From an optimization exercise on the open Yosys and OpenROAD flow, aimed at small area, a short achievable clock period and few clock cycles; shortcuts taken in it are not production practice. The RTL was checked by simulation tests, not by an equivalence proof against the original design. Power figures rest on the tool's default switching activity, not on a simulated workload.

==> flow/design.v <==
module top(
    input  wire        clk,
    input  wire        rst,
    input  wire [63:0] i_data,
    input  wire        start,
    output wire [15:0] address,
    output reg         o_valid,
    output reg  [63:0] out_data,
    output reg         out_valid,
    output reg         done,
    output reg  [15:0] o_address,
    output wire [9:0]  done_cnt
);
    reg  [6:0] n;
    reg  [2:0] m;           
    reg        done_r;
    wire [6:0] n1 = n + 7'd1;
    assign address  = {9'd0, n};
    assign done_cnt = {9'd0, done_r};
    reg row0;               
    reg hopf;               
    reg flush;              
    reg left, right;        
    always @(posedge clk) begin
        if (rst || !start) begin
            n       <= 7'd0;
            m       <= 3'd0;
            o_valid <= 1'b1;
            row0    <= 1'b0;
            hopf    <= 1'b0;
            flush   <= 1'b0;
            left    <= 1'b0;
            right   <= 1'b0;
        end else if (n != 7'd113) begin
            n       <= n1;
            m       <= (m == 3'd4) ? 3'd0 : m + 3'd1;
            o_valid <= (n1 < 7'd100);
            row0    <= (n1 >= 7'd3)  && (n1 < 7'd8);
            hopf    <= (n1 >= 7'd4)  && (n1 < 7'd14);
            flush   <= (n1 >= 7'd103);
            left    <= (m == 3'd2);            
            right   <= (m == 3'd1);            
        end
    end
    always @(posedge clk) begin
        if (rst) begin
            out_valid <= 1'b0;
            done      <= 1'b0;
            done_r    <= 1'b0;
        end else begin
            out_valid <= start && (n >= 7'd13) && (n <= 7'd112);
            done      <= start && (n == 7'd112);
            if (start && n == 7'd112) done_r <= 1'b1;
        end
    end
    function gt16(input [15:0] a, input [15:0] b);
        reg [15:0] g, l;
        reg [7:0] g1, l1;
        reg [3:0] g2, l2;
        reg [1:0] g3, l3;
        integer i;
        begin
            g = a & ~b;
            l = ~a & b;
            for (i = 0; i < 8; i = i + 1) begin
                g1[i] = g[2*i+1] | (~l[2*i+1] & g[2*i]);
                l1[i] = l[2*i+1] | (~g[2*i+1] & l[2*i]);
            end
            for (i = 0; i < 4; i = i + 1) begin
                g2[i] = g1[2*i+1] | (~l1[2*i+1] & g1[2*i]);
                l2[i] = l1[2*i+1] | (~g1[2*i+1] & l1[2*i]);
            end
            for (i = 0; i < 2; i = i + 1) begin
                g3[i] = g2[2*i+1] | (~l2[2*i+1] & g2[2*i]);
                l3[i] = l2[2*i+1] | (~g2[2*i+1] & l2[2*i]);
            end
            gt16 = g3[1] | (~l3[1] & g3[0]);
        end
    endfunction
    function [15:0] max2(input [15:0] a, input [15:0] b);
        max2 = gt16(a, b) ? a : b;
    endfunction
    reg  [63:0] X;
    reg  [15:0] sp2, sp3, ss1, ss2, sq3;     
    reg  [15:0] ps2, pq3;                    
    wire [15:0] q0 = X[15:0], q1v = X[31:16], q2 = X[47:32], q3 = X[63:48];
    wire        g01 = gt16(q0, q1v);
    wire [15:0] p1 = g01 ? q0 : q1v;
    wire [15:0] s2 = max2(q2, q3);
    wire [15:0] p2 = max2(p1, q2);
    wire [15:0] p3 = max2(p1, s2);
    wire [15:0] s1 = max2(q1v, s2);
    wire [15:0] o0 = (!left  && gt16(ps2, sp2)) ? ps2 : sp2;
    wire [15:0] o1 = (!left  && gt16(pq3, sp3)) ? pq3 : sp3;
    wire [15:0] o2 = (!right && gt16(q0, sp3))  ? q0  : sp3;
    wire        g0 = gt16(q0, ss1), g1 = gt16(q1v, ss1);
    wire [15:0] o3 = (!right && g0 && g01)  ? q0  :
                     (!right && g1 && !g01) ? q1v : ss1;
    wire [63:0] hx = {o3, o2, o1, o0};
    always @(posedge clk) begin
        X         <= i_data;
        sp2       <= p2;
        sp3       <= p3;
        ss1       <= s1;
        ss2       <= s2;
        sq3       <= q3;
        ps2       <= ss2;
        pq3       <= sq3;
    end
    reg  [255:0] ring [0:4];    
    wire [255:0] head = ring[4];
    wire [63:0]  hQ = head[255:192], hR = head[191:128], hS = head[127:64], hY = head[63:0];
    wire [255:0] r0 = ring[0];
    wire [63:0]  r0R = r0[255:192], r0S = r0[191:128], r0P = r0[127:64], r0X = r0[63:0];
    wire [63:0]  x = hx;
    reg  [63:0]  vout, pn, qn;
    integer j;
    always @(*) begin
        for (j = 0; j < 4; j = j + 1) begin
            vout[16*j +: 16] = (flush || gt16(hQ[16*j +: 16], x[16*j +: 16])) ? hQ[16*j +: 16] : x[16*j +: 16];
            pn[16*j +: 16]   = (!row0 && (flush || gt16(hY[16*j +: 16], x[16*j +: 16])))
                               ? hY[16*j +: 16] : x[16*j +: 16];
            qn[16*j +: 16]   = (!hopf && gt16(r0R[16*j +: 16], r0P[16*j +: 16])) ? r0R[16*j +: 16] : r0P[16*j +: 16];
        end
    end
    always @(posedge clk) begin
        ring[0]   <= {hR, hS, pn, x};
        ring[1]   <= {qn, r0S, r0P, r0X};
        ring[2]   <= ring[1];
        ring[3]   <= ring[2];
        ring[4]   <= ring[3];
        out_data  <= vout;
        o_address <= {9'd0, n - 7'd13};
    end
endmodule
==> flow/flow/run.sh <==
#!/bin/bash
# The standard layout (bash standard.sh), with two changes to how it is made; the clock,
# the SDC and the synthesis are unchanged:
#  - timing repair aims at a setup slack of 11.5 ns instead of 0, so the resizer keeps
#    shortening the critical paths well below the 16 ns clock period;
#  - the port buffers are buf_4 cells rather than the resizer's default choice.
set -euo pipefail
bash standard.sh SETUP_SLACK_MARGIN=11.5 "BUFFER_PORTS_ARGS=-buffer_cell sky130_fd_sc_hd__buf_4" "CTS_ARGS=-sink_clustering_enable -repair_clock_nets -buf_list sky130_fd_sc_hd__clkbuf_8 -sink_clustering_size 16 -sink_clustering_max_diameter 50 -dont_use_dummy_load" finish > standard_flow.log 2>&1
==> flow/standard.sh <==
#!/bin/bash
# synth_recipe.tcl (not shown) runs the flow's synth.tcl, then flattens the netlist and writes it again
# the make line also repeats each setting of config.mk as NAME=value (left out here)
make -C /OpenROAD-flow-scripts/flow DESIGN_CONFIG=/design/flow/config.mk WORK_HOME=/design/flow/orfs CLKGATE_MAP_FILE= SYNTH_SCRIPT=/design/flow/synth_recipe.tcl "${@:-finish}"
==> flow/config.mk <==
export PLATFORM = sky130hd
export DESIGN_NAME = top
export DESIGN_NICKNAME = top
export VERILOG_FILES = /design/flow/design.v
export SDC_FILE = /design/flow/constraint.sdc
export NUM_CORES = 4
export LEC_CHECK = 0
export CAP_MARGIN = 20
export CORE_MARGIN = 2
export CORE_UTILIZATION = 40
export SLEW_MARGIN = 20
==> flow/constraint.sdc <==
create_clock -name core_clock -period 16.0 [get_ports {clk}]
set_input_delay 3.2000 -clock core_clock [delete_from_list [all_inputs] [get_ports {clk}]]
set_output_delay 3.2000 -clock core_clock [all_outputs]
set_load 0.01 [all_outputs]
==> impl_metrics.csv, run 1 <==
group,metric,value,unit
hold_path,min_to,"pq3[6]",
sta,report.final.slew_viol_count,0,
global_routing,grt_pass1_wl,151,mm
power_and_ir_drop,p_int,8.05,mW
layout,nets,3856,
synth,yosysTopAreaCell,"dfxtp_1",
sta,hold_viol_final,0,
clock_network,clkTransAtPathRegs,0.09,ns
power_and_ir_drop,netSwitchingFraction,30.4,%
sta,rsz0062_at_grt,"true",
synth,synth_top_area_share,71.1,%
clock_network,cts_root_buf,"clkbuf_8",
sta,setup_tns,0,ns
synth,synth_most_common_cell,"dfxtp_1",
global_routing,grt_pass1_vias,24812,
synth,postSynthCellCount,3432,
power_and_ir_drop,p_leak,20.9,nW
power_and_ir_drop,pwr-share-clk,16.5,%
power_and_ir_drop,comb_power_share,27.8,%
global_routing,grtUsageTotal,17.9,%
routing,avgViaCountPerCell,4.92,
routing,vias,25572,
layout,syn2layout_area_growth,16.3,%
setup_path,critPathCaptureType,"output pin",
place,dp_hpwl,70.5,mm
hold_path,hold_start,"sq3[6]",
synth,synth.distinct_cells,92,
hold_path,min_path_type,"reg2reg",
floorplan,die_h,334,um
setup_path,path_buf_inv,1,
synth,synth_seq_cells,1546,
synth,synthTopCellsByArea,"dfxtp_1 71%, mux2_2 4.0%, maj3_1 2.8%",
setup_path,cp.arrival,1.30,ns
setup_path,critPathMaxStageDelay,0.37,ns
run,maxCapViolations,0,
synth,ys.flop_type,"dfxtp_1",
setup_path,critical_path_class,"reg2out",
synth,synth_edf_count,0,
synth,ys_seq_area_share,71.1,%
sta,period_minus_slack,4.50,ns
floorplan,ios,176,
setup_path,reg2reg_to,"ring[1][236]",
place,io_buffers,148,
routing,drt-initial-drc-count,1982,
layout,drive_gt1_share,24.4,%
setup_path,worstReg2RegStart,"ring[0][96]",
clock_network,cts.sinks,1546,
synth,mappedNetlistArea,43600,sq um
clock_network,tritoncts,"done",
floorplan,initial_core_util,40.2,%
sta,max_slew.worst_pin.slew,0.793,ns
clock_network,cts_buffers,138,
synth,synth_common_cells,"1546 x dfxtp_1, 235 x inv_1, 153 x mux2_2, 140 x nor2_1, 137 x a21oi_1",
clock_network,ctsHoldBuffers,0,
routing,wl_per_cell,19.7,um
clock_network,htree_levels,4,
global_routing,grt_max_degree,28,
global_routing,overflow,0,
routing,final_antenna_net_count,0,
layout,fin_cells,5195,
power_and_ir_drop,vdd_drop_max,0.126,mV
setup_path,path_cells,"buf_6",
global_routing,antenna_found_initial,7,
power_and_ir_drop,power.density,228,nW/um^2
status,outcome,"no timing/DRC/antenna violations",
floorplan,die_x,334,um
synth,yosys_warnings,2,
synth,async_flop_share,0,%
setup_path,rrSetupSlack,11.53,ns
setup_path,cp_max_fo,1,
sta,setup_viol,0,
setup_path,path_delay_family,"flip-flops",
setup_path,cp.depth,1,
sta,slew-limit-headroom,47.1,%
clock_network,clk-insertion-delay-late,0.83,ns
sta,skew,0.0723,ns
layout,seqCellArea,31200,sq um
power_and_ir_drop,switchingPower,3.51,mW
floorplan,rows,121,
floorplan,core,108000,sq um
hold_path,min_path_cells,0,
place,gp_congestion,0.925,
place,dp.cells,4930,
setup_path,crit_slowest_cell,"dfxtp_2",
sta,period_share,28.1,%
routing,first_pass_iters,7,
floorplan,dieArea,112000,sq um
power_and_ir_drop,seqPwrFrac,55.6,%
layout,multi_input_area,12300,sq um
layout,fillers,9844,
routing,wirelength,102,mm
sta,fmax,0.222,GHz
clock_network,clock_path_buffers,3,
setup_path,crit_required,12.80,ns
setup_path,cp-start-kind,"flop",
routing,drcViolationCount,0,
setup_path,reg2reg_depth,13,
synth,synth_area_per_cell,12.7,sq um
==> sequential cells by signal (all words and copies together) (netlist names), 3 cells and up <==
register and cells:
sp2 16, ring 1280, X 64, ss2 16
ss1 16, n 7, sq3 16, pq3 16
ps2 16, sp3 16, out_data 64, o_address 7
m 3
==> layout by cell type (no fill, tap or decap), drive strengths merged, types with 10 or more instances in the layout <==
cell	n
maj3	137
nand2	124
a211o	12
o31ai	20
a21oi	141
mux2i	80
conb	27
nor2	142
a31oi	30
and3	10
a22o	10
and2	14
a221oi	29
o221ai	17
nor3	34
o22ai	39
buf	280
clkbuf	139
inv	238
nand2b	52
a211oi	22
o211ai	24
mux2	168
nor2b	48
dfxtp	1546
nand3	36
a22oi	22
o21ai	122
a21o	36
==> what timing repair did <==
item / CTS / global route
pin swaps: 44 / 47
gates cloned: 12 / 3
resized for setup: 362 / 136
endpoints found under the setup margin: 299 / 275
setup buffers: 71 / 38
==> layout make-up <==
cell class	instances	area share (%)
tap	1414	3.49
inverter	240	1.80
sequential	1546	61.6
multi-input combinational	1573	24.3
clock buffer	138	3.75
antenna	3	0.0148
timing repair buffer	281	5.08
==> routing by layer <==
| metal | routed length (um) | part of all wire (%) | GRT usage (%) |
|---|---|---|---|
| met5 | 29 | 0.028 | 0 |
| met4 | 4480 | 4.4 | 8.15 |
| met3 | 5760 | 5.6 | 3.46 |
| met2 | 45000 | 44 | 28.1 |
| met1 | 46900 | 46 | 23.9 |
==> worst reg2reg max path, delay by kind of cell (launching register included) <==
kind	cells	cell delay, ns
AOI/OAI and AO/OA	1	0.49
muxes	1	0.33
adders and majority gates	10	3.07
and+or+nand+nor	1	0.13
DFF	1	0.33
==> stage by stage <==
stage	hold WS (ns)	worst slack (ns)	power [mW]	util (%)	instance area, sq um
after floorplan	0.310	11.53	8.06	-	43700
after global placement	0.310	10.07	9.00	42.5	46100
after detailed placement	0.312	10.07	9.05	42.5	46100
after CTS	0.256	11.39	11.5	46.0	49800
after global routing	0.261	11.40	12.2	46.7	50600
final	0.268	11.50	11.6	46.7	50600
==> kinds of logic (layout without fill, tap and decap cells) <==
kind of cell / Yosys count / in the layout / share of synthesized area, %
multiplexers: 248 / 248 / 6.23
flip-flops: 1546 / 1546 / 71.1
XOR/XNOR: 12 / 12 / 0.241
AO/OA/AOI/OAI: 636 / 643 / 10.1
buffers and inverters: 349 / 659 / 3.46
adder cells (fa/ha/maj): 146 / 146 / 3.46
other: 1 / 30 / 0.00861
AND/OR/NAND/NOR: 494 / 497 / 5.48
==> how the worst max path moves through the flow <==
stage,from,end
after floorplan,sp2[4],out_data[10]
after global placement,X[41],ss1[3]
after detailed placement,X[10],out_data[53]
after CTS,out_data[60],out_data[60]
after global routing,X[1],sp3[5]
final,out_data[50],out_data[50]
==> power by group through the flow <==
stage | registers [mW] | clock network, mW | logic (mW)
finish | 6.43 | 1.91 | 3.22
global route | 6.61 | 2.13 | 3.45
CTS | 6.45 | 1.99 | 3.02
detailed placement | 6.47 | 0 | 2.58
global placement | 6.44 | 0 | 2.57
floorplan | 6.13 | 0 | 1.93
Testbench counts, summed over its fixed seeds: cycles 2,712.
==> run 2: changes to the inputs <==
==> flow/flow/run.sh (replaced) <==
#!/bin/bash
# The standard layout (bash standard.sh), with two changes to how it is made; the clock,
# the SDC and the synthesis are unchanged:
#  - timing repair aims at a setup slack of 11.5 ns instead of 0, so the resizer keeps
#    shortening the critical paths well below the 16 ns clock period;
#  - the port buffers are buf_4 cells rather than the resizer's default choice;
#  - the clock tree uses the CTS options below (clkbuf_8 buffers, no dummy loads).
set -euo pipefail
bash standard.sh SETUP_SLACK_MARGIN=11.5 "BUFFER_PORTS_ARGS=-buffer_cell sky130_fd_sc_hd__buf_4" "CTS_ARGS=-sink_clustering_enable -repair_clock_nets -buf_list sky130_fd_sc_hd__clkbuf_8 -sink_clustering_size 18 -sink_clustering_max_diameter 55 -dont_use_dummy_load" finish > standard_flow.log 2>&1
--- a/flow/config.mk
+++ b/flow/config.mk
@@ -7,2 +7,3 @@
 export LEC_CHECK = 0
+export ABC_AREA = 1
 export CAP_MARGIN = 20
==> impl_metrics.csv, run 2 <==
group,metric,value,unit
clock_network,clk-insertion-delay-late,0.80,ns
place,gp_congestion,0.907,
setup_path,crit_required,12.80,ns
setup_path,cp-start-kind,"flop",
sta,worst_slack,11.53,ns
layout,mostFrequentLayoutCell,"dfxtp_1",
floorplan,core,109000,sq um
clock_network,cts_buffers,115,
layout,largest_reg_flops,1280,
global_routing,overflow,0,
place,dp.cells,5878,
layout,fin_cells,6002,
layout,reg_top3,"ring x1280, X x64, out_data x64",
layout,multi_input_area,10700,sq um
sta,period_share,28.0,%
global_routing,antenna_found_initial,5,
synth,synth_most_common_cell,"dfxtp_1",
floorplan,die_h,334,um
layout,seqCellArea,31100,sq um
global_routing,grt_max_degree,36,
routing,wirelength,94.7,mm
synth,async_flop_share,0,%
layout,finalInstanceArea,48000,sq um
clock_network,clock_path_buffers,3,
routing,drt-initial-drc-count,1949,
sta,setup_viol,0,
clock_network,htree_levels,3,
synth,synth_common_cells,"1546 x dfxtp_1, 1231 x nand2_1, 369 x inv_1, 330 x nand3_1, 217 x nor2_1",
status,outcome,"no timing/DRC/antenna violations",
synth,mappedNetlistArea,43600,sq um
sta,hold_viol_final,0,
synth,postSynthCellCount,4389,
floorplan,rows,121,
sta,report.final.slew_viol_count,0,
sta,slew-limit-headroom,29.8,%
global_routing,grtUsageTotal,16.8,%
sta,fmax,0.224,GHz
place,detailedPlace.worstSlack,11.46,ns
setup_path,critPathMaxStageDelay,0.38,ns
setup_path,reg2reg_to,"out_data[45]",
synth,synth_seq_cells,1546,
power_and_ir_drop,p_leak,22.2,nW
sta,max_slew.worst_pin.slew,1.05,ns
synth,synth_edf_count,0,
place,io_buffers,148,
clock_network,tritoncts,"done",
setup_path,path_delay_family,"flip-flops",
routing,avgViaCountPerCell,4.60,
clock_network,cts_root_buf,"clkbuf_8",
floorplan,ios,176,
setup_path,cp.arrival,1.27,ns
setup_path,cp_max_fo,1,
sta,setup_tns,0,ns
hold_path,min_path_cells,0,
layout,syn2layout_area_growth,10.1,%
setup_path,critical_path_class,"reg2out",
sta,skew,0.0786,ns
power_and_ir_drop,vdd_drop_max,0.0930,mV
synth,synthTopCellsByArea,"dfxtp_1 71%, nand2_1 11%, nand3_1 3.8%",
synth,ys.flop_type,"dfxtp_1",
routing,drcViolationCount,0,
routing,final_antenna_net_count,0,
place,placedInstanceArea,46000,sq um
synth,synth.distinct_cells,53,
setup_path,rrSetupSlack,11.85,ns
setup_path,path_buf_inv,1,
setup_path,critPathCaptureType,"output pin",
floorplan,dieArea,112000,sq um
sta,period_minus_slack,4.47,ns
setup_path,cp.depth,1,
run,maxCapViolations,0,
layout,nets,4663,
layout,final_cell_mix,"1484 x dfxtp_1, 1230 x nand2_1, 368 x inv_1, 330 x nand3_1, 217 x nor2_1",
setup_path,crit_slowest_cell,"dfxtp_4",
routing,first_pass_iters,6,
hold_path,min_to,"ring[2][20]",
setup_path,worstReg2RegStart,"X[2]",
global_routing,grt_pass1_wl,145,mm
synth,synth_top_area_share,70.9,%
layout,regMostFlops,"ring",
power_and_ir_drop,total_power,11.8,mW
routing,wl_per_cell,15.8,um
clock_network,cts.sinks,1546,
hold_path,hold_start,"ring[1][20]",
place,dp_hpwl,68.9,mm
setup_path,path_cells,"buf_6",
hold_path,min_path_type,"reg2reg",
layout,drive_gt1_share,9.40,%
floorplan,die_x,334,um
setup_path,reg2reg_depth,19,
layout,fillers,10294,
sta,rsz0062_at_grt,"true",
synth,synth_area_per_cell,9.94,sq um
global_routing,grt_pass1_vias,25457,
clock_network,clkTransAtPathRegs,0.10,ns
synth,yosysTopAreaCell,"dfxtp_1",
synth,yosys_warnings,2,
floorplan,initial_core_util,40.2,%
synth,ys_seq_area_share,70.9,%
power_and_ir_drop,power.density,245,nW/um^2
routing,vias,27623,
[run 2: changes by cell type in the layout (fill, tap and decap cells not counted), sizes merged, moves of 80 or more]
cell	delta
nor2	+86
nand2	+1133
maj3	-137
mux2	-168
mux2i	-80
nand3	+301
inv	+148
o21ai	+110
buf	-121
[run 2: final cells by class]
class	count	area share [%]
flip-flops and latches	1546	64.7
diodes	3	0.0156
inverters	387	3.03
well taps	1414	3.68
repair buffers	159	2.98
clock buffers	115	3.29
multi-input cells	2378	22.3
[run 2: kinds of logic (layout without fill, tap and decap cells)]
family / Yosys count / after routing / share of synthesized area, %
AOI/OAI and AO/OA: 453 / 453 / 5.90
xor gates and xnor gates: 10 / 10 / 0.201
adders and majority gates: 9 / 9 / 0.258
buffers and inverters: 491 / 661 / 4.82
DFF: 1546 / 1546 / 70.9
other: 1 / 30 / 0.00859
and+or+nand+nor: 1879 / 1879 / 17.9
[run 2: stage by stage]
| step | hold slack (ns) | utilization, % |
|---|---|---|
| 2_1_floorplan | 0.310 | - |
| 3_3_place_gp | 0.310 | 42.4 |
| 3_5_place_dp | 0.312 | 42.4 |
| 5_1_grt | 0.269 | 44.2 |
| 6_report | 0.278 | 44.3 |
| 4_1_cts | 0.274 | 44.2 |
[run 2: power by group]
part,internal (mW),switching [mW]
registers,5.77,0.715
clock network,0.639,1.10
logic,1.14,2.42
total,7.54,4.23
[run 2: worst max path at each step]
stage / startpoint / to / slack (ns)
after floorplan: start / hopf / 12.09
after global placement: sp3[14] / out_data[45] / 11.39
after detailed placement: X[0] / out_data[45] / 11.46
after CTS: out_data[53] / out_data[53] / 11.44
after global routing: out_data[32] / out_data[32] / 11.45
final: out_data[63] / out_data[63] / 11.53
[run 2: metal layers]
| metal | share of wire [%] | wire length [um] | track usage [%] |
|---|---|---|---|
| met4 | 3.7 | 3470 | 6.25 |
| met2 | 43 | 40900 | 25.9 |
| met1 | 48 | 45100 | 23.4 |
| met3 | 5.5 | 5160 | 3.05 |
| met5 | 0 | 0 | 0 |
[run 2: what timing repair did]
item | 4_1_cts | 5_1_grt
pin swaps | 0 | 0
hold buffers | 0 | 0
gates resized for setup | 135 | 14
endpoints found under the setup margin | 79 | 79
gates cloned | 0 | 0
setup buffers | 6 | 0
==> run 3: changes to the inputs <==
--- a/flow/design.v
+++ b/flow/design.v
@@ -23,2 +23,3 @@
     reg left, right;        
+    reg leftx;              
     always @(posedge clk) begin
@@ -33,2 +34,3 @@
             right   <= 1'b0;
+            leftx   <= 1'b0;
         end else if (n != 7'd113) begin
@@ -42,2 +44,3 @@
             right   <= (m == 3'd1);            
+            leftx   <= (m == 3'd1);            
         end
@@ -83,4 +86,4 @@
     reg  [63:0] X;
-    reg  [15:0] sp2, sp3, ss1, ss2, sq3;     
-    reg  [15:0] ps2, pq3;                    
+    reg  [15:0] so0, sp3, ss1, ss2, sq3;     
+    reg  [15:0] pq3;                         
     wire [15:0] q0 = X[15:0], q1v = X[31:16], q2 = X[47:32], q3 = X[63:48];
@@ -89,6 +92,6 @@
     wire [15:0] s2 = max2(q2, q3);
-    wire [15:0] p2 = max2(p1, q2);
+    wire [15:0] lq = (!leftx && gt16(ss2, q2)) ? ss2 : q2;
+    wire [15:0] o0n = max2(lq, p1);
     wire [15:0] p3 = max2(p1, s2);
     wire [15:0] s1 = max2(q1v, s2);
-    wire [15:0] o0 = (!left  && gt16(ps2, sp2)) ? ps2 : sp2;
     wire [15:0] o1 = (!left  && gt16(pq3, sp3)) ? pq3 : sp3;
@@ -98,6 +101,6 @@
                      (!right && g1 && !g01) ? q1v : ss1;
-    wire [63:0] hx = {o3, o2, o1, o0};
+    wire [63:0] hx = {o3, o2, o1, so0};
     always @(posedge clk) begin
         X         <= i_data;
-        sp2       <= p2;
+        so0       <= o0n;
         sp3       <= p3;
@@ -106,3 +109,2 @@
         sq3       <= q3;
-        ps2       <= ss2;
         pq3       <= sq3;
==> impl_metrics.csv, run 3 <==
group,metric,value,unit
place,dp_hpwl,64.7,mm
power_and_ir_drop,p_leak,21.7,nW
routing,wirelength,89.3,mm
global_routing,antenna_found_initial,5,
setup_path,crit_end,"out_data[50]",
synth,synth_area_per_cell,10.0,sq um
routing,final_antenna_net_count,0,
sta,fmax,0.223,GHz
synth,synthTopCellsByArea,"dfxtp_1 71%, nand2_1 9.9%, nand3_1 3.6%",
setup_path,worstSetupStartpoint,"out_data[50]",
synth,synth_top_area_share,71.2,%
sta,period_minus_slack,4.49,ns
synth,ys_seq_area_share,71.2,%
clock_network,htree_levels,3,
global_routing,grt_max_degree,54,
run,maxCapViolations,0,
clock_network,clock_path_buffers,3,
routing,drt-initial-drc-count,1754,
sta,slew-limit-headroom,34.6,%
synth,ys.flop_type,"dfxtp_1",
clock_network,ctsHoldBuffers,0,
global_routing,overflow,0,
power_and_ir_drop,seqPwrFrac,56.2,%
routing,wl_per_cell,15.1,um
setup_path,cp.arrival,1.29,ns
setup_path,cp_max_fo,1,
power_and_ir_drop,pwr-share-clk,15.0,%
setup_path,rrSetupSlack,11.99,ns
power_and_ir_drop,switchingPower,3.99,mW
synth,mappedNetlistArea,43000,sq um
synth,synth_edf_count,0,
sta,worst_slack,11.51,ns
routing,avgViaCountPerCell,4.55,
setup_path,worstReg2RegStart,"sp3[14]",
sta,report.final.slew_viol_count,0,
setup_path,crit_required,12.80,ns
setup_path,reg2reg_depth,19,
setup_path,reg2reg_to,"out_data[24]",
layout,nets,4572,
place,gp_congestion,0.882,
floorplan,initial_core_util,40.2,%
setup_path,critPathCaptureType,"output pin",
floorplan,rows,120,
clock_network,clk-insertion-delay-late,0.79,ns
global_routing,grt_pass1_wl,137,mm
clock_network,cts.sinks,1530,
sta,max_slew.worst_pin.slew,0.978,ns
power_and_ir_drop,netSwitchingFraction,35.1,%
layout,multi_input_area,10400,sq um
floorplan,die_x,332,um
floorplan,die_h,332,um
power_and_ir_drop,p_int,7.39,mW
routing,vias,26817,
layout,seqCellArea,30700,sq um
routing,drcViolationCount,0,
setup_path,cp.depth,1,
power_and_ir_drop,vdd_drop_max,0.106,mV
layout,fin_util,44.2,%
hold_path,min_path_type,"reg2reg",
layout,drive_gt1_share,9.17,%
floorplan,dieArea,110000,sq um
layout,mostFrequentLayoutCell,"dfxtp_1",
sta,setup_tns,0,ns
setup_path,path_buf_inv,1,
place,placedInstanceArea,45400,sq um
status,outcome,"no timing/DRC/antenna violations",
setup_path,crit_slowest_cell,"dfxtp_4",
setup_path,path_delay_family,"flip-flops",
floorplan,ios,176,
synth,async_flop_share,0,%
synth,yosysTopAreaCell,"dfxtp_1",
synth,yosys_warnings,2,
layout,syn2layout_area_growth,10.0,%
setup_path,critical_path_class,"reg2out",
floorplan,core,107000,sq um
synth,synth_most_common_cell,"dfxtp_1",
place,io_buffers,148,
layout,finalInstanceArea,47300,sq um
sta,rsz0062_at_grt,"true",
sta,hold_viol_final,0,
synth,synth.distinct_cells,54,
clock_network,clkTransAtPathRegs,0.11,ns
power_and_ir_drop,power.density,241,nW/um^2
clock_network,cts_buffers,111,
setup_path,critPathMaxStageDelay,0.38,ns
layout,final_cell_mix,"1477 x dfxtp_1, 1128 x nand2_1, 381 x inv_1, 306 x nand3_1, 234 x o21ai_0",
power_and_ir_drop,comb_power_share,28.8,%
layout,largest_reg_flops,1280,
global_routing,grtUsageTotal,15.9,%
layout,regMostFlops,"ring",
routing,first_pass_iters,5,
setup_path,path_cells,"buf_6",
clock_network,cts_root_buf,"clkbuf_8",
layout,fillers,10176,
synth,synth_common_cells,"1530 x dfxtp_1, 1130 x nand2_1, 381 x inv_1, 306 x nand3_1, 235 x o21ai_0",
place,detailedPlace.worstSlack,11.76,ns
global_routing,grt_pass1_vias,24630,
sta,period_share,28.1,%
synth,postSynthCellCount,4296,
sta,skew,0.110,ns
setup_path,cp-start-kind,"flop",
sta,setup_viol,0,
clock_network,tritoncts,"done",
synth,synth_seq_cells,1530,
layout,reg_top3,"ring x1280, X x64, out_data x64",
## run 3: how the worst min path moves through the flow
stage,slack [ns],endpoint,start,cells past startpoint
floorplan,0.31,pq3[0],sq3[0],0
global placement,0.31,ring[3][10],ring[2][10],0
detailed placement,0.31,ring[1][17],ring[0][17],0
CTS,0.25,ring[2][67],ring[1][67],0
global route,0.25,ring[2][67],ring[1][67],0
finish,0.24,ring[2][67],ring[1][67],0
## run 3: what timing repair did
action / in CTS / in global routing
gates resized for setup: 112 / 11
buffers inserted: 6 / 2
gates cloned: 0 / 0
endpoints found under the setup margin: 54 / 91
pin swaps: 0 / 0
## run 3: layout make-up
cell class,count,area share [%]
repair buffers,160,2.96
inverters,403,3.20
flip-flops and latches,1530,65.0
clock buffers,111,3.23
diodes,3,0.0159
well taps,1403,3.71
multi-input cells,2290,21.9
## run 3: metrics by stage
| step | power, mW | cells | hold slack, ns |
|---|---|---|---|
| after floorplan | 8.57 | 4322 | 0.310 |
| after global placement | 9.60 | 5778 | 0.310 |
| after detailed placement | 9.70 | 5778 | 0.312 |
| after CTS | 11.5 | 5895 | 0.246 |
| after global routing | 12.3 | 5899 | 0.246 |
| final | 11.4 | 5900 | 0.245 |
## run 3: cell families after synthesis
logic type / after synthesis / synth area share [%]
adders and majority gates: 9 / 0.262
and+or+nand+nor: 1763 / 17.0
AOI/OAI and AO/OA: 481 / 6.38
DFF: 1530 / 71.2
other: 1 / 0.00872
buffers and inverters: 502 / 4.93
xor gates and xnor gates: 10 / 0.204
## run 3: routing by layer
layer	GRT usage, %	share of wire [%]	vias to the layer above
li1	-	-	13792
met1	23.0	50	12244
met2	24.1	42	597
met3	2.62	4.8	184
met4	5.70	3.4	0
met5	0	0	-
## run 3: power by group through the flow
stage	Clock [mW]	Combinational [mW]	Sequential (mW)
floorplan	0	2.36	6.21
finish	1.71	3.28	6.40
global route	1.92	3.76	6.59
detailed placement	0	3.23	6.47
CTS	1.78	3.29	6.42
global placement	0	3.18	6.42
Testbench counts of run 3, summed over its fixed seeds: cycles 2,712.
==> run 4: changes to the inputs <==
==> flow/flow/run.sh (replaced) <==
#!/bin/bash
# The standard layout (bash standard.sh), with two changes to how it is made; the clock,
# the SDC and the synthesis are unchanged:
#  - timing repair aims at a setup slack of 11.7 ns instead of 0, so the resizer keeps
#    shortening the critical paths well below the 16 ns clock period;
#  - the port buffers are buf_4 cells rather than the resizer's default choice;
#  - the clock tree uses the CTS options below (clkbuf_8 buffers, no dummy loads).
set -euo pipefail
bash standard.sh SETUP_SLACK_MARGIN=11.7 "BUFFER_PORTS_ARGS=-buffer_cell sky130_fd_sc_hd__buf_4" "CTS_ARGS=-sink_clustering_enable -repair_clock_nets -root_buf sky130_fd_sc_hd__clkbuf_16 -tree_buf sky130_fd_sc_hd__clkbuf_16 -buf_list sky130_fd_sc_hd__clkbuf_8 -sink_clustering_size 18 -sink_clustering_max_diameter 55 -dont_use_dummy_load" finish > standard_flow.log 2>&1
==> impl_metrics.csv, run 4 <==
group,metric,value,unit
status,outcome,"no timing/DRC/antenna violations",
synth,mappedNetlistArea,43000,sq um
clock_network,cts_buffers,111,
layout,nets,4573,
global_routing,grt_max_degree,54,
routing,drcViolationCount,0,
clock_network,clk-insertion-delay-late,0.67,ns
setup_path,path_delay_family,"flip-flops",
floorplan,dieArea,110000,sq um
synth,synth_seq_cells,1530,
power_and_ir_drop,power.density,241,nW/um^2
synth,yosysTopAreaCell,"dfxtp_1",
run,maxCapViolations,0,
routing,wirelength,89.5,mm
layout,regMostFlops,"ring",
power_and_ir_drop,seqPwrFrac,55.8,%
hold_path,min_path_cells,0,
synth,synthTopCellsByArea,"dfxtp_1 71%, nand2_1 9.9%, nand3_1 3.6%",
power_and_ir_drop,pwr-share-clk,15.4,%
synth,synth_top_area_share,71.2,%
sta,fmax,0.229,GHz
setup_path,worstReg2RegStart,"X[63]",
clock_network,cts_root_buf,"clkbuf_16",
power_and_ir_drop,p_leak,21.8,nW
setup_path,cp.arrival,1.16,ns
synth,ys.flop_type,"dfxtp_1",
routing,first_pass_iters,6,
setup_path,cp.depth,1,
setup_path,critPathMaxStageDelay,0.38,ns
power_and_ir_drop,netSwitchingFraction,34.9,%
sta,rsz0062_at_grt,"true",
hold_path,min_path_type,"reg2reg",
place,gp_congestion,0.882,
layout,multi_input_area,10400,sq um
setup_path,crit_required,12.80,ns
layout,reg_top3,"ring x1280, X x64, out_data x64",
routing,final_antenna_net_count,0,
layout,fin_util,44.5,%
routing,wl_per_cell,15.2,um
layout,syn2layout_area_growth,10.6,%
setup_path,critical_path_class,"reg2out",
setup_path,path_buf_inv,1,
power_and_ir_drop,switchingPower,4.01,mW
sta,period_share,27.3,%
setup_path,path_cells,"buf_6",
sta,report.final.slew_viol_count,0,
clock_network,tritoncts,"done",
clock_network,clock_path_buffers,3,
sta,period_minus_slack,4.36,ns
setup_path,crit_slowest_cell,"dfxtp_4",
setup_path,reg2reg_depth,19,
floorplan,initial_core_util,40.2,%
floorplan,die_x,332,um
floorplan,rows,120,
routing,avgViaCountPerCell,4.55,
layout,final_cell_mix,"1449 x dfxtp_1, 1127 x nand2_1, 381 x inv_1, 306 x nand3_1, 234 x o21ai_0",
synth,synth_edf_count,0,
global_routing,overflow,0,
floorplan,ios,176,
global_routing,grt_pass1_wl,137,mm
synth,synth_area_per_cell,10.0,sq um
clock_network,clkTransAtPathRegs,0.11,ns
sta,whs,0.251,ns
synth,ys_seq_area_share,71.2,%
power_and_ir_drop,total_power,11.5,mW
global_routing,antenna_found_initial,2,
synth,async_flop_share,0,%
setup_path,worstSetupStartpoint,"out_data[50]",
power_and_ir_drop,p_int,7.47,mW
floorplan,die_h,332,um
place,io_buffers,148,
synth,synth.distinct_cells,54,
setup_path,critPathCaptureType,"output pin",
sta,setup_viol,0,
place,dp_hpwl,64.7,mm
layout,largest_reg_flops,1280,
clock_network,htree_levels,3,
sta,skew,0.0896,ns
power_and_ir_drop,vdd_drop_max,0.106,mV
routing,drt-initial-drc-count,1931,
synth,synth_common_cells,"1530 x dfxtp_1, 1130 x nand2_1, 381 x inv_1, 306 x nand3_1, 235 x o21ai_0",
sta,hold_viol_final,0,
layout,mostFrequentLayoutCell,"dfxtp_1",
layout,drive_gt1_share,9.83,%
setup_path,cp_max_fo,1,
global_routing,grt_pass1_vias,24691,
setup_path,cp-start-kind,"flop",
floorplan,core,107000,sq um
clock_network,cts.sinks,1530,
sta,setup_tns,0,ns
synth,synth_most_common_cell,"dfxtp_1",
sta,max_slew.worst_pin.slew,0.971,ns
layout,fillers,10148,
synth,yosys_warnings,2,
hold_path,hold_start,"ring[1][67]",
layout,seqCellArea,30800,sq um
sta,slew-limit-headroom,35.1,%
synth,postSynthCellCount,4296,
global_routing,grtUsageTotal,16.0,%
routing,vias,26864,
power_and_ir_drop,comb_power_share,28.8,%
[run 4: changes by cell type in the layout (fill, tap and decap cells not counted), sizes merged]
| cell | before | now |
|---|---|---|
| buf | 160 | 161 |
[run 4: routing by layer]
metal  GRT usage, %  wire, um  vias up
met5              0         0        -
met1           23.0     44600    12257
met3           2.63      4350      180
met4           5.78      3060        0
met2           24.1     37400      630
li1               -         -    13797
[run 4: repair_timing]
item	4_1_cts	5_1_grt
cloned	0	0
setup buffers	6	3
pin swaps	0	0
hold buffers	0	0
endpoints found under the setup margin	78	152
resized for setup	151	29
[run 4: area by class of cell]
class | count | area share, %
antenna | 3 | 0.0158
sequential | 1530 | 64.7
inverter | 403 | 3.19
timing repair buffer | 161 | 3.16
multi-input combinational | 2290 | 21.8
clock buffer | 111 | 3.43
tap | 1403 | 3.69
[run 4: final timing paths]
path                                     end  slack, ns
worst max-delay path            out_data[50]      11.64
worst min-delay path             ring[2][67]       0.25
worst max register to register       sp3[11]      12.04
worst min register to register   ring[2][67]       0.25
[run 4: per-stage QoR]
step | setup WS, ns | area [sq um] | std cells
floorplan | 12.09 | 43100 | 4322
global placement | 11.75 | 45400 | 5778
detailed placement | 11.76 | 45400 | 5778
CTS | 11.58 | 47500 | 5895
global route | 11.59 | 47600 | 5898
finish | 11.64 | 47600 | 5901
[run 4: cells by family (layout without fill, tap and decap cells)]
group                      Yosys count  after routing  share of synthesized area, %
xor gates and xnor gates            10             10                         0.204
buffers and inverters              502            675                          4.93
other                                1             30                       0.00872
DFF                               1530           1530                          71.2
AOI/OAI and AO/OA                  481            481                          6.38
and+or+nand+nor                   1763           1763                          17.0
adders and majority gates            9              9                         0.262
[run 4: power by group through the flow]
| stage | Combinational (mW) | Clock (mW) | Sequential [mW] |
|---|---|---|---|
| after floorplan | 2.36 | 0 | 6.21 |
| after global placement | 3.18 | 0 | 6.42 |
| after detailed placement | 3.23 | 0 | 6.47 |
| after CTS | 3.30 | 1.85 | 6.43 |
| after global routing | 3.78 | 1.98 | 6.60 |
| final | 3.30 | 1.77 | 6.41 |
==> run 5: changes to the inputs <==
==> flow/flow/run.sh (replaced) <==
#!/bin/bash
# The standard layout (bash standard.sh), with two changes to how it is made; the clock,
# the SDC and the synthesis are unchanged:
#  - timing repair aims at a setup slack of 11.6 ns instead of 0, so the resizer keeps
#    shortening the critical paths well below the 16 ns clock period;
#  - the port buffers are buf_4 cells rather than the resizer's default choice;
#  - the clock tree uses the CTS options below (clkbuf_8 buffers, no dummy loads).
set -euo pipefail
bash standard.sh SETUP_SLACK_MARGIN=11.6 "BUFFER_PORTS_ARGS=-buffer_cell sky130_fd_sc_hd__buf_4" "CTS_ARGS=-sink_clustering_enable -repair_clock_nets -root_buf sky130_fd_sc_hd__clkbuf_16 -tree_buf sky130_fd_sc_hd__clkbuf_16 -buf_list sky130_fd_sc_hd__clkbuf_16 -sink_clustering_size 24 -sink_clustering_max_diameter 60 -dont_use_dummy_load" finish > standard_flow.log 2>&1
==> impl_metrics.csv, run 5 <==
group,metric,value,unit
synth,synth_most_common_cell,"dfxtp_1",
routing,final_antenna_net_count,0,
layout,mostFrequentLayoutCell,"dfxtp_1",
power_and_ir_drop,seqPwrFrac,54.0,%
place,gp_congestion,0.882,
routing,drt-met1-wl,44.5,mm
status,outcome,"no timing/DRC/antenna violations",
routing,first_pass_iters,6,
routing,wl_met3,4.16,mm
global_routing,antenna_found_initial,4,
place,dp.cells,5778,
routing,wl_per_cell,15.2,um
global_routing,grt_pass1_vias,24516,
layout,regMostFlops,"ring",
clock_network,ctsHoldBuffers,0,
synth,yosys_warnings,2,
routing,avgViaCountPerCell,4.56,
setup_path,crit_slowest_cell,"dfxtp_2",
power_and_ir_drop,netSwitchingFraction,34.1,%
layout,final_cell_mix,"1491 x dfxtp_1, 1127 x nand2_1, 381 x inv_1, 306 x nand3_1, 234 x o21ai_0",
sta,setup_tns,0,ns
synth,ys_seq_area_share,71.2,%
global_routing,grtUsageTotal,15.9,%
layout,largest_reg_flops,1280,
floorplan,dieArea,110000,sq um
sta,period_minus_slack,4.36,ns
routing,top_layer,"met4",
layout,reg_top3,"ring x1280, X x64, out_data x64",
layout,drive_gt1_share,8.61,%
setup_path,cp.arrival,1.16,ns
floorplan,rows,120,
synth,synthTopCellsByArea,"dfxtp_1 71%, nand2_1 9.9%, nand3_1 3.6%",
setup_path,path_cells,"buf_6",
global_routing,grt_max_degree,54,
floorplan,ios,176,
clock_network,clk-insertion-delay-late,0.71,ns
synth,synth_top_area_share,71.2,%
power_and_ir_drop,p_int,7.80,mW
synth,ys.flop_type,"dfxtp_1",
run,maxCapViolations,0,
place,detailedPlace.worstSlack,11.76,ns
setup_path,path_delay_family,"flip-flops",
synth,postSynthCellCount,4296,
layout,fillers,10076,
setup_path,critical_path_class,"reg2out",
setup_path,cp-start-kind,"flop",
sta,report.final.slew_viol_count,0,
routing,vias,26808,
routing,wl_met2,37.9,mm
clock_network,cts.sinks,1530,
sta,hold_viol_final,0,
power_and_ir_drop,pwr-share-clk,18.5,%
global_routing,grt_pass1_wl,137,mm
sta,skew,0.103,ns
synth,synth_area_per_cell,10.0,sq um
clock_network,cts_buffers,95,
floorplan,die_h,332,um
global_routing,overflow,0,
power_and_ir_drop,power.density,247,nW/um^2
clock_network,cts_root_buf,"clkbuf_16",
layout,syn2layout_area_growth,11.7,%
power_and_ir_drop,switchingPower,4.04,mW
setup_path,path_buf_inv,1,
layout,fin_cells,5885,
setup_path,cp_max_fo,1,
sta,fmax,0.229,GHz
layout,nets,4559,
sta,rsz0062_at_grt,"true",
clock_network,htree_levels,3,
hold_path,min_path_type,"reg2reg",
synth,mappedNetlistArea,43000,sq um
routing,wirelength,89.3,mm
sta,setup_viol,0,
sta,worst_slack,11.64,ns
clock_network,clock_path_buffers,3,
synth,synth_seq_cells,1530,
clock_network,tritoncts,"done",
power_and_ir_drop,vdd_drop_max,0.110,mV
power_and_ir_drop,p_leak,22.1,nW
sta,max_slew.worst_pin.slew,0.980,ns
floorplan,core,107000,sq um
place,io_buffers,148,
setup_path,cp.depth,1,
clock_network,clkTransAtPathRegs,0.09,ns
synth,synth.distinct_cells,54,
setup_path,critPathCaptureType,"output pin",
sta,period_share,27.3,%
routing,drt-initial-drc-count,1856,
setup_path,reg2reg_depth,19,
sta,slew-limit-headroom,34.5,%
sta,whs,0.246,ns
setup_path,critPathMaxStageDelay,0.34,ns
synth,async_flop_share,0,%
routing,drcViolationCount,0,
place,dp_hpwl,64.7,mm
floorplan,initial_core_util,40.2,%
power_and_ir_drop,total_power,11.8,mW
setup_path,crit_required,12.80,ns
floorplan,die_x,332,um
synth,synth_edf_count,0,
hold_path,min_path_cells,0,
synth,yosysTopAreaCell,"dfxtp_1",
synth,synth_common_cells,"1530 x dfxtp_1, 1130 x nand2_1, 381 x inv_1, 306 x nand3_1, 235 x o21ai_0",
power_and_ir_drop,comb_power_share,27.6,%
[run 5: layout make-up]
| type | instances | area (sq um) | share of cell area (%) |
|---|---|---|---|
| Clock buffer | 95 | 2380 | 4.95 |
| Multi-Input combinational cell | 2290 | 10400 | 21.6 |
| Antenna cell | 1 | 2.50 | 0.00521 |
| Tap cell | 1403 | 1760 | 3.66 |
| Inverter | 403 | 1520 | 3.16 |
| Timing Repair Buffer | 163 | 1290 | 2.69 |
| Sequential cell | 1530 | 30700 | 64.0 |
[run 5: repair_timing]
action / in CTS / in global routing
endpoints found under the setup margin: 35 / 73
resized for setup: 59 / 12
setup buffers: 5 / 5
gates cloned: 0 / 0
[run 5: logic make-up after synthesis]
logic type | after synthesis | share of synthesized area, %
simple gates | 1763 | 17.0
flops | 1530 | 71.2
buf+inv | 502 | 4.93
compound gates | 481 | 6.38
xor+xnor | 10 | 0.204
fa+ha+maj | 9 | 0.262
other cells | 1 | 0.00872
[run 5: layer usage]
layer	global-route usage [%]	up-vias
met5	0	-
met4	5.42	0
met3	2.50	149
met2	24.2	602
met1	23.0	12262
li1	-	13795
[run 5: worst paths after layout]
check / from / to / slack (ns)
setup / recovery: out_data[17] / out_data[17] / 11.64
hold / removal: ring[1][67] / ring[2][67] / 0.25
setup reg to reg: X[63] / sp3[7] / 12.02
hold reg to reg: ring[1][67] / ring[2][67] / 0.25
[run 5: power groups by stage]
stage	registers, mW	clock network, mW	logic [mW]
5_1_grt	6.59	2.40	3.74
4_1_cts	6.42	2.26	3.26
3_5_place_dp	6.47	0	3.23
3_3_place_gp	6.42	0	3.18
2_1_floorplan	6.21	0	2.36
6_report	6.39	2.19	3.26
[run 5: stage by stage]
step	util, %	cell area (sq um)
after floorplan	-	43100
after global routing	44.9	48000
final	44.9	48000
after detailed placement	42.5	45400
after CTS	44.8	47900
after global placement	42.5	45400
==> run 6: changes to the inputs <==
--- a/flow/flow/run.sh
+++ b/flow/flow/run.sh
@@ -8,2 +8,2 @@
 set -euo pipefail
-bash standard.sh SETUP_SLACK_MARGIN=11.6 "BUFFER_PORTS_ARGS=-buffer_cell sky130_fd_sc_hd__buf_4" "CTS_ARGS=-sink_clustering_enable -repair_clock_nets -root_buf sky130_fd_sc_hd__clkbuf_16 -tree_buf sky130_fd_sc_hd__clkbuf_16 -buf_list sky130_fd_sc_hd__clkbuf_16 -sink_clustering_size 24 -sink_clustering_max_diameter 60 -dont_use_dummy_load" finish > standard_flow.log 2>&1
+bash standard.sh SETUP_SLACK_MARGIN=11.6 "BUFFER_PORTS_ARGS=-buffer_cell sky130_fd_sc_hd__buf_4" "CTS_ARGS=-sink_clustering_enable -repair_clock_nets -root_buf sky130_fd_sc_hd__clkbuf_16 -tree_buf sky130_fd_sc_hd__clkbuf_16 -buf_list sky130_fd_sc_hd__clkbuf_8 -sink_clustering_size 14 -sink_clustering_max_diameter 45 -dont_use_dummy_load" finish > standard_flow.log 2>&1
==> impl_metrics.csv, run 6 <==
group,metric,value,unit
global_routing,grt_max_degree,54,
sta,fmax,0.227,GHz
hold_path,min_path_type,"reg2reg",
sta,whs,0.270,ns
layout,regMostFlops,"ring",
synth,yosys_warnings,2,
setup_path,critPathCaptureType,"output pin",
floorplan,die_h,332,um
layout,drive_gt1_share,10.1,%
sta,period_share,27.5,%
floorplan,ios,176,
synth,async_flop_share,0,%
place,gp_congestion,0.882,
routing,vias,27016,
sta,hold_viol_final,0,
clock_network,cts_buffers,151,
global_routing,overflow,0,
clock_network,clk-insertion-delay-late,0.72,ns
clock_network,tritoncts,"done",
synth,postSynthCellCount,4296,
power_and_ir_drop,vdd_drop_max,0.100,mV
clock_network,ctsHoldBuffers,0,
routing,wirelength,89.8,mm
global_routing,grtUsageTotal,16.2,%
sta,skew,0.0788,ns
floorplan,dieArea,110000,sq um
clock_network,clock_path_buffers,3,
synth,ys.flop_type,"dfxtp_1",
power_and_ir_drop,p_int,7.72,mW
layout,finalInstanceArea,48100,sq um
sta,setup_viol,0,
sta,report.final.slew_viol_count,0,
sta,rsz0062_at_grt,"true",
power_and_ir_drop,netSwitchingFraction,34.4,%
routing,first_pass_iters,5,
layout,mostFrequentLayoutCell,"dfxtp_1",
floorplan,rows,120,
synth,synth.distinct_cells,54,
setup_path,path_cells,"buf_6",
setup_path,path_delay_family,"flip-flops",
setup_path,crit_slowest_cell,"dfxtp_2",
hold_path,hold_start,"sq3[8]",
routing,drcViolationCount,0,
status,outcome,"no timing/DRC/antenna violations",
layout,largest_reg_flops,1280,
sta,setup_tns,0,ns
synth,synthTopCellsByArea,"dfxtp_1 71%, nand2_1 9.9%, nand3_1 3.6%",
synth,synth_most_common_cell,"dfxtp_1",
setup_path,path_buf_inv,1,
routing,drt-initial-drc-count,1820,
layout,reg_top3,"ring x1280, X x64, out_data x64",
sta,period_minus_slack,4.40,ns
setup_path,cp_max_fo,1,
synth,ys_seq_area_share,71.2,%
floorplan,core,107000,sq um
power_and_ir_drop,switchingPower,4.05,mW
synth,synth_edf_count,0,
place,io_buffers,148,
global_routing,antenna_found_initial,4,
clock_network,clkTransAtPathRegs,0.09,ns
setup_path,critPathMaxStageDelay,0.37,ns
routing,final_antenna_net_count,0,
setup_path,crit_required,12.80,ns
clock_network,htree_levels,4,
synth,synth_common_cells,"1530 x dfxtp_1, 1130 x nand2_1, 381 x inv_1, 306 x nand3_1, 235 x o21ai_0",
place,dp_hpwl,64.7,mm
sta,slew-limit-headroom,35.3,%
clock_network,cts_root_buf,"clkbuf_16",
layout,final_cell_mix,"1473 x dfxtp_1, 1128 x nand2_1, 381 x inv_1, 306 x nand3_1, 234 x o21ai_0",
setup_path,cp-start-kind,"flop",
place,placedInstanceArea,45400,sq um
routing,wl_per_cell,15.1,um
power_and_ir_drop,seqPwrFrac,54.4,%
synth,synth_seq_cells,1530,
floorplan,die_x,332,um
clock_network,cts.sinks,1530,
synth,synth_area_per_cell,10.0,sq um
synth,mappedNetlistArea,43000,sq um
global_routing,grt_pass1_vias,25071,
power_and_ir_drop,p_leak,22.1,nW
floorplan,initial_core_util,40.2,%
power_and_ir_drop,pwr-share-clk,17.7,%
setup_path,cp.arrival,1.20,ns
layout,nets,4612,
run,maxCapViolations,0,
setup_path,worstReg2RegStart,"X[7]",
synth,synth_top_area_share,71.2,%
routing,avgViaCountPerCell,4.55,
global_routing,grt_pass1_wl,139,mm
sta,max_slew.worst_pin.slew,0.968,ns
power_and_ir_drop,power.density,245,nW/um^2
setup_path,worstSetupStartpoint,"out_data[52]",
synth,yosysTopAreaCell,"dfxtp_1",
power_and_ir_drop,comb_power_share,27.9,%
layout,syn2layout_area_growth,11.8,%
setup_path,critical_path_class,"reg2out",
==> run 6: cell counts after synthesis <==
Identical to the previous run, type by type.
==> run 6: cell type report <==
class | count | area [sq um]
multi-input cells | 2290 | 10400
well taps | 1403 | 1760
inverters | 403 | 1520
repair buffers | 160 | 1400
fillers | 10117 | 58800
diodes | 3 | 7.51
flip-flops and latches | 1530 | 30700
clock buffers | 151 | 2270
==> run 6: path summary, 6_finish.rpt <==
path,end,slack [ns],cells after the start
setup / recovery,out_data[52],11.60,1
hold / removal,pq3[8],0.27,0
setup reg to reg,out_data[42],12.00,18
hold reg to reg,pq3[8],0.27,0
==> run 6: kinds of logic (layout without fill, tap and decap cells) <==
logic type | Yosys count | after routing | synth area share, %
simple gates | 1763 | 1763 | 17.0
flops | 1530 | 1530 | 71.2
buf+inv | 502 | 714 | 4.93
compound gates | 481 | 481 | 6.38
xor+xnor | 10 | 10 | 0.204
fa+ha+maj | 9 | 9 | 0.262
other cells | 1 | 30 | 0.00872
==> run 6: stage by stage <==
| stage | power (mW) | setup slack, ns | instances | utilization, % |
|---|---|---|---|---|
| after floorplan | 8.57 | 12.09 | 4322 | - |
| after global placement | 9.60 | 11.75 | 5778 | 42.5 |
| after detailed placement | 9.70 | 11.76 | 5778 | 42.5 |
| after CTS | 11.9 | 11.53 | 5935 | 44.9 |
| after global routing | 12.7 | 11.55 | 5937 | 44.9 |
| final | 11.8 | 11.60 | 5940 | 45.0 |
==> run 6: worst reg2reg max path, cell delays in order (launching register included) <==
cell      delay [ns]
dfxtp_1         0.69
nor2_1          0.14
a31oi_1         0.22
a21boi_1        0.20
nand2_1         0.07
nand2_1         0.06
nand2_1         0.08
nand2_4         0.12
nand2_4         0.20
o21ai_2         0.42
inv_1           0.11
o21ai_0         0.16
nand2_1         0.08
o21bai_1        0.17
a21oi_1         0.10
nor2_4          0.37
nand2_2         0.34
nand2_1         0.14
nand2_1         0.13
==> run 6: layer usage <==
metal | wire (um) | GRT usage [%] | up-vias
li1 | - | - | 13881
met1 | 44600 | 23.0 | 12285
met2 | 37900 | 24.4 | 662
met3 | 4420 | 2.89 | 188
met4 | 2890 | 6.62 | 0
met5 | 0 | 0 | -
==> run 6: repair_timing <==
action,in CTS,in global routing
resized for setup,113,16
endpoints found under the setup margin,52,110
buffers inserted,6,2
hold endpoints to repair,0,0
==> run 6: power groups by stage <==
stage	registers, mW	clock network [mW]	logic, mW
2_1_floorplan	6.21	0	2.36
3_3_place_gp	6.42	0	3.18
3_5_place_dp	6.47	0	3.23
4_1_cts	6.43	2.17	3.29
5_1_grt	6.60	2.31	3.76
6_report	6.40	2.08	3.28
==> run 7: changes to the inputs <==
--- a/flow/flow/run.sh
+++ b/flow/flow/run.sh
@@ -8,2 +8,2 @@
 set -euo pipefail
-bash standard.sh SETUP_SLACK_MARGIN=11.6 "BUFFER_PORTS_ARGS=-buffer_cell sky130_fd_sc_hd__buf_4" "CTS_ARGS=-sink_clustering_enable -repair_clock_nets -root_buf sky130_fd_sc_hd__clkbuf_16 -tree_buf sky130_fd_sc_hd__clkbuf_16 -buf_list sky130_fd_sc_hd__clkbuf_8 -sink_clustering_size 14 -sink_clustering_max_diameter 45 -dont_use_dummy_load" finish > standard_flow.log 2>&1
+bash standard.sh SETUP_SLACK_MARGIN=11.6 "BUFFER_PORTS_ARGS=-buffer_cell sky130_fd_sc_hd__buf_4" "CTS_ARGS=-sink_clustering_enable -repair_clock_nets -root_buf sky130_fd_sc_hd__clkbuf_16 -tree_buf sky130_fd_sc_hd__clkbuf_16 -buf_list sky130_fd_sc_hd__clkbuf_8 -sink_clustering_size 18 -sink_clustering_max_diameter 55 -dont_use_dummy_load" finish > standard_flow.log 2>&1
--- a/flow/config.mk
+++ b/flow/config.mk
@@ -10,3 +10,3 @@
 export CORE_MARGIN = 2
-export CORE_UTILIZATION = 40
+export CORE_UTILIZATION = 45
 export SLEW_MARGIN = 20
==> impl_metrics.csv, run 7 <==
group,metric,value,unit
synth,ys_seq_area_share,71.2,%
floorplan,die_x,313,um
synth,async_flop_share,0,%
sta,max_slew.worst_pin.slew,1.03,ns
global_routing,overflow,0,
routing,drt-initial-drc-count,2044,
global_routing,grt_max_degree,43,
hold_path,min_path_cells,0,
sta,period_minus_slack,4.35,ns
sta,period_share,27.2,%
global_routing,grt_pass1_wl,135,mm
global_routing,antenna_found_initial,3,
floorplan,rows,113,
layout,num_antenna_cells,0,
setup_path,cp_max_fo,1,
routing,vias,26745,
layout,regMostFlops,"ring",
place,io_buffers,148,
place,dp_hpwl,62.9,mm
setup_path,path_buf_inv,1,
setup_path,rrSetupSlack,12.04,ns
layout,nets,4571,
place,placedInstanceArea,45200,sq um
power_and_ir_drop,vdd_drop_max,0.100,mV
setup_path,critPathCaptureType,"output pin",
power_and_ir_drop,power.density,242,nW/um^2
sta,report.final.slew_viol_count,0,
floorplan,die_h,313,um
layout,finalInstanceArea,47100,sq um
setup_path,crit_slowest_cell,"dfxtp_2",
routing,drcViolationCount,0,
setup_path,cp.arrival,1.15,ns
setup_path,worstSetupStartpoint,"out_data[29]",
synth,synth_area_per_cell,10.0,sq um
layout,largest_reg_flops,1280,
routing,final_antenna_net_count,0,
sta,hold_viol_final,0,
setup_path,cp-start-kind,"flop",
clock_network,cts.sinks,1530,
layout,final_cell_mix,"1491 x dfxtp_1, 1127 x nand2_1, 381 x inv_1, 306 x nand3_1, 233 x nor2_1",
synth,yosys_warnings,2,
synth,synthTopCellsByArea,"dfxtp_1 71%, nand2_1 9.9%, nand3_1 3.6%",
setup_path,crit_required,12.80,ns
synth,synth_common_cells,"1530 x dfxtp_1, 1130 x nand2_1, 381 x inv_1, 306 x nand3_1, 235 x o21ai_0",
layout,seqCellArea,30700,sq um
setup_path,reg2reg_to,"out_data[57]",
setup_path,path_cells,"buf_4",
setup_path,worstReg2RegStart,"X[3]",
synth,yosysTopAreaCell,"dfxtp_1",
routing,wirelength,87.3,mm
hold_path,min_path_type,"reg2reg",
synth,mappedNetlistArea,43000,sq um
sta,slew-limit-headroom,31.3,%
synth,synth_edf_count,0,
synth,synth_top_area_share,71.2,%
layout,multi_input_area,10400,sq um
setup_path,critPathMaxStageDelay,0.35,ns
run,maxCapViolations,0,
layout,syn2layout_area_growth,9.50,%
hold_path,hold_start,"ring[2][110]",
sta,rsz0062_at_grt,"true",
setup_path,path_delay_family,"flip-flops",
setup_path,crit_end,"out_data[29]",
clock_network,tritoncts,"done",
floorplan,ios,176,
sta,skew,0.0652,ns
sta,fmax,0.230,GHz
clock_network,clk-insertion-delay-late,0.66,ns
sta,setup_viol,0,
floorplan,core,94900,sq um
clock_network,htree_levels,3,
setup_path,cp.depth,1,
floorplan,dieArea,98000,sq um
sta,whs,0.269,ns
layout,mostFrequentLayoutCell,"dfxtp_1",
synth,postSynthCellCount,4296,
power_and_ir_drop,p_leak,21.7,nW
global_routing,grt_pass1_vias,24681,
routing,wl_per_cell,15.2,um
synth,synth.distinct_cells,54,
place,gp_congestion,0.890,
synth,synth_most_common_cell,"dfxtp_1",
clock_network,clkTransAtPathRegs,0.10,ns
layout,drive_gt1_share,8.86,%
clock_network,clock_path_buffers,3,
sta,setup_tns,0,ns
layout,fillers,8750,
synth,synth_seq_cells,1530,
routing,first_pass_iters,5,
clock_network,ctsHoldBuffers,0,
synth,ys.flop_type,"dfxtp_1",
setup_path,reg2reg_depth,24,
floorplan,initial_core_util,45.3,%
layout,fin_util,49.6,%
layout,reg_top3,"ring x1280, X x64, out_data x64",
global_routing,grtUsageTotal,17.7,%
setup_path,critical_path_class,"reg2out",
routing,avgViaCountPerCell,4.64,
clock_network,cts_buffers,112,
status,outcome,"no timing/DRC/antenna violations",
clock_network,cts_root_buf,"clkbuf_16",
## run 7: area by class of cell
class | instances | area share [%]
timing repair buffer | 158 | 2.69
multi-input combinational | 2290 | 22.0
clock buffer | 112 | 3.49
inverter | 403 | 3.22
sequential | 1530 | 65.2
tap | 1265 | 3.36
## run 7: per-stage QoR
stage          setup WS (ns)  total power [mW]  instances
2_1_floorplan          12.09              8.57       4322
3_3_place_gp           11.78              9.60       5638
3_5_place_dp           11.73              9.68       5638
4_1_cts                11.59              11.5       5756
5_1_grt                11.59              12.3       5758
6_report               11.65              11.4       5758
## run 7: timing repair
item	CTS	global route
endpoints found under the hold margin	0	0
pin swaps	0	0
cloned	0	0
endpoints found under the setup margin	36	85
setup buffers	6	2
resized for setup	55	22
## run 7: worst min path at each step
| stage | slack [ns] | endpoint |
|---|---|---|
| 2_1_floorplan | 0.31 | pq3[0] |
| 3_3_place_gp | 0.31 | ring[2][246] |
| 3_5_place_dp | 0.31 | ring[2][114] |
| 4_1_cts | 0.27 | ring[3][110] |
| 5_1_grt | 0.27 | ring[3][110] |
| 6_report | 0.27 | ring[3][110] |
## run 7: report_power, final
part	leakage (nW)	switching [mW]	internal (mW)
Clock	0.851	1.09	0.680
Combinational	7.99	2.23	1.04
Sequential	12.9	0.670	5.70
## run 7: cell families after synthesis
family          after synthesis  synth area share [%]
buf+inv                     502                  4.93
compound gates              481                  6.38
fa+ha+maj                     9                 0.262
simple gates               1763                  17.0
other cells                   1               0.00872
xor+xnor                     10                 0.204
flops                      1530                  71.2
## run 7: layer usage
metal	routed length, um	global-route usage, %	vias up
met2	37100	27.0	571
met1	43300	25.5	12226
met4	2880	6.12	0
li1	-	-	13791
met5	0	0	-
met3	4050	2.92	157
==> run 8: changes to the inputs <==
--- a/flow/config.mk
+++ b/flow/config.mk
@@ -10,3 +10,4 @@
 export CORE_MARGIN = 2
-export CORE_UTILIZATION = 45
+export CORE_UTILIZATION = 40
+export PLACE_DENSITY = 0.7
 export SLEW_MARGIN = 20
==> impl_metrics.csv, run 8 <==
group,metric,value,unit
status,outcome,"no timing/DRC/antenna violations",
setup_path,critPathMaxStageDelay,0.38,ns
setup_path,path_cells,"buf_6",
sta,rsz0062_at_grt,"true",
clock_network,tritoncts,"done",
synth,synth_most_common_cell,"dfxtp_1",
power_and_ir_drop,seqPwrFrac,55.8,%
synth,mappedNetlistArea,43000,sq um
place,io_buffers,148,
power_and_ir_drop,p_int,7.42,mW
routing,wl_per_cell,15.2,um
sta,period_share,27.2,%
power_and_ir_drop,comb_power_share,28.8,%
clock_network,clkTransAtPathRegs,0.10,ns
floorplan,die_h,332,um
power_and_ir_drop,p_leak,21.7,nW
global_routing,grt_pass1_wl,138,mm
setup_path,critical_path_class,"reg2out",
layout,syn2layout_area_growth,9.90,%
clock_network,htree_levels,3,
layout,nets,4576,
global_routing,overflow,0,
layout,fin_util,44.2,%
clock_network,clk-insertion-delay-late,0.67,ns
layout,fin_cells,5903,
floorplan,rows,120,
run,maxCapViolations,0,
setup_path,cp-start-kind,"flop",
setup_path,critPathCaptureType,"output pin",
routing,first_pass_iters,5,
clock_network,ctsHoldBuffers,0,
floorplan,ios,176,
layout,final_cell_mix,"1499 x dfxtp_1, 1128 x nand2_1, 381 x inv_1, 306 x nand3_1, 233 x nor2_1",
routing,drcViolationCount,0,
sta,report.final.slew_viol_count,0,
synth,synth_edf_count,0,
power_and_ir_drop,vdd_drop_max,0.101,mV
floorplan,initial_core_util,40.2,%
layout,reg_top3,"ring x1280, X x64, out_data x64",
sta,fmax,0.229,GHz
global_routing,grt_pass1_vias,25457,
power_and_ir_drop,power.density,242,nW/um^2
power_and_ir_drop,switchingPower,4.02,mW
synth,yosysTopAreaCell,"dfxtp_1",
routing,avgViaCountPerCell,4.62,
routing,vias,27267,
global_routing,antenna_found_initial,7,
routing,drt-initial-drc-count,2171,
synth,synthTopCellsByArea,"dfxtp_1 71%, nand2_1 9.9%, nand3_1 3.6%",
clock_network,cts.sinks,1530,
place,gp_congestion,0.915,
place,dp.cells,5777,
setup_path,path_buf_inv,1,
setup_path,rrSetupSlack,11.96,ns
floorplan,die_x,332,um
sta,skew,0.0715,ns
setup_path,cp_max_fo,1,
setup_path,cp.arrival,1.16,ns
floorplan,dieArea,110000,sq um
sta,setup_viol,0,
hold_path,min_path_type,"reg2reg",
setup_path,path_delay_family,"flip-flops",
floorplan,core,107000,sq um
clock_network,clock_path_buffers,3,
synth,ys.flop_type,"dfxtp_1",
layout,drive_gt1_share,8.76,%
synth,synth_seq_cells,1530,
synth,synth_top_area_share,71.2,%
clock_network,cts_root_buf,"clkbuf_16",
routing,wirelength,89.9,mm
synth,ys_seq_area_share,71.2,%
layout,mostFrequentLayoutCell,"dfxtp_1",
synth,synth.distinct_cells,54,
sta,period_minus_slack,4.36,ns
synth,synth_area_per_cell,10.0,sq um
power_and_ir_drop,netSwitchingFraction,35.1,%
layout,regMostFlops,"ring",
power_and_ir_drop,pwr-share-clk,15.4,%
power_and_ir_drop,total_power,11.4,mW
sta,max_slew.worst_pin.slew,0.975,ns
synth,yosys_warnings,2,
setup_path,crit_slowest_cell,"dfxtp_2",
synth,async_flop_share,0,%
sta,hold_viol_final,0,
global_routing,grtUsageTotal,16.0,%
synth,postSynthCellCount,4296,
synth,synth_common_cells,"1530 x dfxtp_1, 1130 x nand2_1, 381 x inv_1, 306 x nand3_1, 235 x o21ai_0",
sta,setup_tns,0,ns
global_routing,grt_max_degree,53,
sta,whs,0.268,ns
routing,final_antenna_net_count,0,
layout,largest_reg_flops,1280,
sta,slew-limit-headroom,34.8,%
place,dp_hpwl,65.3,mm
setup_path,crit_required,12.80,ns
clock_network,cts_buffers,111,
-- run 8: cell counts after synthesis --
Identical to the previous run, type by type.
-- run 8: what timing repair did --
item / in CTS / in global routing
setup buffers: 5 / 8
gates resized for setup: 48 / 11
setup endpoints to repair: 29 / 63
-- run 8: worst paths after layout --
kind / from / depth (start not counted) / end
worst max-delay path: out_data[48] / 1 / out_data[48]
worst min-delay path: ring[4][103] / 0 / ring[0][167]
worst min register to register: ring[4][103] / 0 / ring[0][167]
worst max register to register: X[7] / 18 / out_data[46]
-- run 8: per-stage QoR --
stage                     area [sq um]  setup slack [ns]
final                            47300             11.64
after global routing             47200             11.59
after CTS                        47200             11.55
after detailed placement         45400             11.73
after global placement           45400             11.74
after floorplan                  43100             12.09
-- run 8: layout make-up --
cell class	count	area, sq um
antenna	2	5.00
clock buffer	111	1630
fill	10059	59600
inverter	403	1520
multi-input combinational	2290	10400
sequential	1530	30700
tap	1403	1760
timing repair buffer	164	1290
-- run 8: power by group through the flow --
stage	Combinational, mW	Clock [mW]	Sequential [mW]
CTS	3.26	1.83	6.41
global placement	3.15	0	6.41
floorplan	2.36	0	6.21
detailed placement	3.22	0	6.47
finish	3.29	1.76	6.39
global route	3.74	1.98	6.58
-- run 8: logic make-up (layout without fill, tap and decap cells) --
family | Yosys count | count (layout) | synth area share, %
and+or+nand+nor | 1763 | 1763 | 17.0
DFF | 1530 | 1530 | 71.2
other | 1 | 29 | 0.00872
buffers and inverters | 502 | 678 | 4.93
AOI/OAI and AO/OA | 481 | 481 | 6.38
xor gates and xnor gates | 10 | 10 | 0.204
adders and majority gates | 9 | 9 | 0.262
-- run 8: layer usage --
| metal | vias up | routed length (um) | track usage, % |
|---|---|---|---|
| met3 | 176 | 5850 | 3.49 |
| li1 | 13809 | - | - |
| met4 | 2 | 3010 | 6.05 |
| met5 | - | 14 | 0 |
| met1 | 12540 | 43100 | 22.4 |
| met2 | 740 | 37900 | 24.2 |

==> what the ideal ports hide <==
No port has a modelled driver above. Below, the same layouts with a new extraction and two added sets of constraints. Step 1, drivers: a clkbuf_16 drives clk and a buf_2 each remaining input, both assumed. Step 2 also shifts input and output timing later by t, the mid clock arrival at the registers, as if the neighbouring blocks saw the same clock. a / b / c = no drivers / after step 1 / after step 2; a / b = the first two.
| run | t, ns | setup slack, ns | worst setup path at the end | worst register clock-pin slew, ns |
|---|---|---|---|---|
| run 1 | 0.851 | 11.498 / 11.430 / 11.527 | register to register | 0.10 / 0.10 |
| run 2 | 0.826 | 11.527 / 11.459 / 11.765 | input to register | 0.11 / 0.11 |
| run 3 | 0.808 | 11.510 / 11.442 / 11.769 | input to register | 0.11 / 0.11 |
| run 4 | 0.699 | 11.636 / 11.561 / 11.758 | input to register | 0.11 / 0.11 |
| run 5 | 0.725 | 11.636 / 11.567 / 11.718 | input to register | 0.09 / 0.09 |
| run 6 | 0.752 | 11.599 / 11.530 / 11.738 | input to register | 0.09 / 0.09 |
| run 7 | 0.698 | 11.649 / 11.582 / 11.665 | input to register | 0.10 / 0.10 |
| run 8 | 0.695 | 11.640 / 11.571 / 11.725 | input to register | 0.10 / 0.10 |
After both steps every run listed still meets setup and hold.
